This design comes from an exercise in tuning for small area, a short achievable clock period and few clock cycles on the open sky130 flow, not from production work.

== xenon ==
==> flow/design.v <==
module taylor_sine(
    input clock,
    input reset,
    input start_in,
    input signed [11:0] x_in,
    output reg ready_out,
    output signed [11:0] sin_out
);
reg armed;
reg [5:1] ph;           
reg signed [11:0] t, n2, s;
wire idle = ~|ph;
wire acc  = idle && armed && start_in;
wire signed [11:0] mb = ph[3] ? 12'sd171 : ph[5] ? 12'sd51 : n2;
reg [21:0] r0, r1, r2, r3, r4, r5, rc;
reg [12:0] v, e;
reg one, two, neg, bm1;
reg [5:0] negs;
reg [21:0] pp [0:5];
integer i;
always @(*) begin
    for (i = 0; i < 6; i = i + 1) begin
        bm1 = (i == 0) ? 1'b0 : mb[2*i-1];
        one = mb[2*i] ^ bm1;
        two = (mb[2*i+1] & ~mb[2*i] & ~bm1) | (~mb[2*i+1] & mb[2*i] & bm1);
        neg = mb[2*i+1];
        v = one ? {t[11], t} : two ? {t, 1'b0} : 13'd0;
        e = v ^ {13{neg}};
        negs[i] = neg;
        pp[i] = {9'd0, ~e[12], e[11:0]} << (2*i);
    end
    r0 = pp[0];
    r1 = pp[1] | {21'd0, negs[0]};
    r2 = pp[2] | ({21'd0, negs[1]} << 2);
    r3 = pp[3] | ({21'd0, negs[2]} << 4);
    r4 = pp[4] | ({21'd0, negs[3]} << 6);
    r5 = pp[5] | ({21'd0, negs[4]} << 8);
    rc = 22'h2ab000 | ({21'd0, negs[5]} << 10);
end
function [43:0] csa(input [21:0] a, input [21:0] b, input [21:0] c);
    csa = {a ^ b ^ c, ((a & b) | (a & c) | (b & c)) << 1};
endfunction
wire [21:0] s1, c1, s2, c2, s3, c3, s4, c4, s5, c5;
assign {s1, c1} = csa(r0, r1, r2);
assign {s2, c2} = csa(r3, r4, r5);
assign {s3, c3} = csa(s1, c1, rc);
assign {s4, c4} = csa(s2, c2, s3);
assign {s5, c5} = csa(s4, c4, c3);
wire [21:0] prod = s5 + c5;
wire signed [11:0] res = prod[21:10];
always @(posedge clock) begin
    if (reset) begin
        ready_out <= 1'b0;
        armed <= 1'b1;
        ph <= 5'd0;
    end else begin
        ph <= {ph[4:1], acc};
        if (acc) begin
            ready_out <= 1'b0;
            armed <= 1'b0;
        end else if (ph[5]) begin
            ready_out <= 1'b1;
        end else if (idle && !start_in) begin
            armed <= 1'b1;
        end
    end
end
always @(posedge clock) begin
    if (acc) begin
        t  <= x_in;
        n2 <= x_in;
        s  <= x_in;
    end
    if (ph[1]) n2 <= ~res;
    if (ph[2] | ph[3] | ph[4] | ph[5]) t <= res;
    if (ph[4]) s <= s + t;
end
wire c1_neg = t[11];
wire c1_pos = !t[11] && (t[10:0] != 11'd0);
wire n2_neg = n2[11];
wire n2_pos = !n2[11] && (n2[10:0] != 11'd0);
wire [10:0] nn2 = ~n2[10:0];    
reg big;
always @(*) begin
    case (t[4:0])
        5'd22: big = nn2 >= 11'd1954;
        5'd23: big = nn2 >= 11'd1869;
        5'd24: big = nn2 >= 11'd1792;
        5'd25: big = nn2 >= 11'd1720;
        5'd26: big = nn2 >= 11'd1654;
        5'd27: big = nn2 >= 11'd1592;
        5'd28: big = nn2 >= 11'd1536;
        5'd29: big = nn2 >= 11'd1483;
        5'd30: big = nn2 >= 11'd1433;
        5'd31: big = nn2 >= 11'd1387;
        default: big = 1'b0;
    endcase
end
wire signed [2:0] corr = (c1_neg && n2_pos) ? -3'sd3 :
                         (c1_pos && n2_neg) ? (big ? -3'sd2 : -3'sd1) : 3'sd0;
assign sin_out = s + t + corr;
endmodule
export LEC_CHECK = 0
export CAP_MARGIN = 20
export CORE_MARGIN = 2
export CORE_UTILIZATION = 40
export SLEW_MARGIN = 20
create_clock -name core_clock -period 10.0 [get_ports {clock}]
run.sh (not shown) runs the stock make flow with config.mk's settings and CLKGATE_MAP_FILE= SYNTH_SCRIPT=/design/flow/synth_recipe.tcl, a recipe that flattens the netlist after the stock synthesis.
The following lists how tundra was set up differently from xenon:
diff --git a/flow/design.v b/flow/design.v
--- a/flow/design.v
+++ b/flow/design.v
@@ -13,11 +13,10 @@
 wire acc  = idle && armed && start_in;
 wire signed [11:0] mb = ph[3] ? 12'sd171 : ph[5] ? 12'sd51 : n2;
-reg [21:0] r0, r1, r2, r3, r4, r5, rc;
+reg [21:0] prod;
 reg [12:0] v, e;
 reg one, two, neg, bm1;
-reg [5:0] negs;
-reg [21:0] pp [0:5];
 integer i;
 always @(*) begin
+    prod = 22'h2ab000;   
     for (i = 0; i < 6; i = i + 1) begin
         bm1 = (i == 0) ? 1'b0 : mb[2*i-1];
@@ -27,25 +26,7 @@
         v = one ? {t[11], t} : two ? {t, 1'b0} : 13'd0;
         e = v ^ {13{neg}};
-        negs[i] = neg;
-        pp[i] = {9'd0, ~e[12], e[11:0]} << (2*i);
+        prod = prod + ({9'd0, ~e[12], e[11:0]} << (2*i)) + ({21'd0, neg} << (2*i));
     end
-    r0 = pp[0];
-    r1 = pp[1] | {21'd0, negs[0]};
-    r2 = pp[2] | ({21'd0, negs[1]} << 2);
-    r3 = pp[3] | ({21'd0, negs[2]} << 4);
-    r4 = pp[4] | ({21'd0, negs[3]} << 6);
-    r5 = pp[5] | ({21'd0, negs[4]} << 8);
-    rc = 22'h2ab000 | ({21'd0, negs[5]} << 10);
 end
-function [43:0] csa(input [21:0] a, input [21:0] b, input [21:0] c);
-    csa = {a ^ b ^ c, ((a & b) | (a & c) | (b & c)) << 1};
-endfunction
-wire [21:0] s1, c1, s2, c2, s3, c3, s4, c4, s5, c5;
-assign {s1, c1} = csa(r0, r1, r2);
-assign {s2, c2} = csa(r3, r4, r5);
-assign {s3, c3} = csa(s1, c1, rc);
-assign {s4, c4} = csa(s2, c2, s3);
-assign {s5, c5} = csa(s4, c4, c3);
-wire [21:0] prod = s5 + c5;
 wire signed [11:0] res = prod[21:10];
 always @(posedge clock) begin
Notes after the runs:
- tundra gives more layout-stage area growth over the synthesis result than xenon did.
- In tundra relative to xenon, met2 layer wire length in the routed design had gone down by a few percent.
- Comparing tundra and xenon, clock buffer instance count of the final layout is higher on xenon.
- Hold slack is higher on tundra
- Overall global routing resource usage, tundra and xenon, higher one = xenon.
- Per the comparison of tundra with xenon, area of combinational cells with multiple inputs saw a decrease; worst-case setup margin in the final layout saw a decrease; xor-xnor portion of the synthesized cell area saw a decrease.
- From xenon to tundra the numbers moved as follows: area of all placed cells without fillers moved down, number of cells on the critical path moved up.
- Compared with xenon, height of the die in tundra decreased slightly.
No run of this note included a check of the RTL's function; only the layout flow was run.

==> port drivers added, routing unchanged <==
In the flow no input, the clock included, has a driving cell. The finished layouts below were timed again as built, in two steps. Step 1, drivers: a clkbuf_16 drives clock and a buf_2 each remaining input, both assumed. Step 2 times the ports against the registers' clock, not the clock port: input delays grow and output delays shrink by t, the midpoint of the rising clock arrivals with the driver on. a / b / c = ideal / step 1 / step 2; a / b = the first two.
run | shift t [ns] | setup slack, ns | clock arrival spread, ns | worst register clock-pin slew, ns
xenon | 0.331 | 3.078 / 3.039 / 3.370 | 0.004 / 0.003 | 0.06 / 0.06
tundra | 0.328 | 2.851 / 2.811 / 3.139 | 0.010 / 0.010 | 0.07 / 0.07
After both steps every run listed still meets setup and hold.
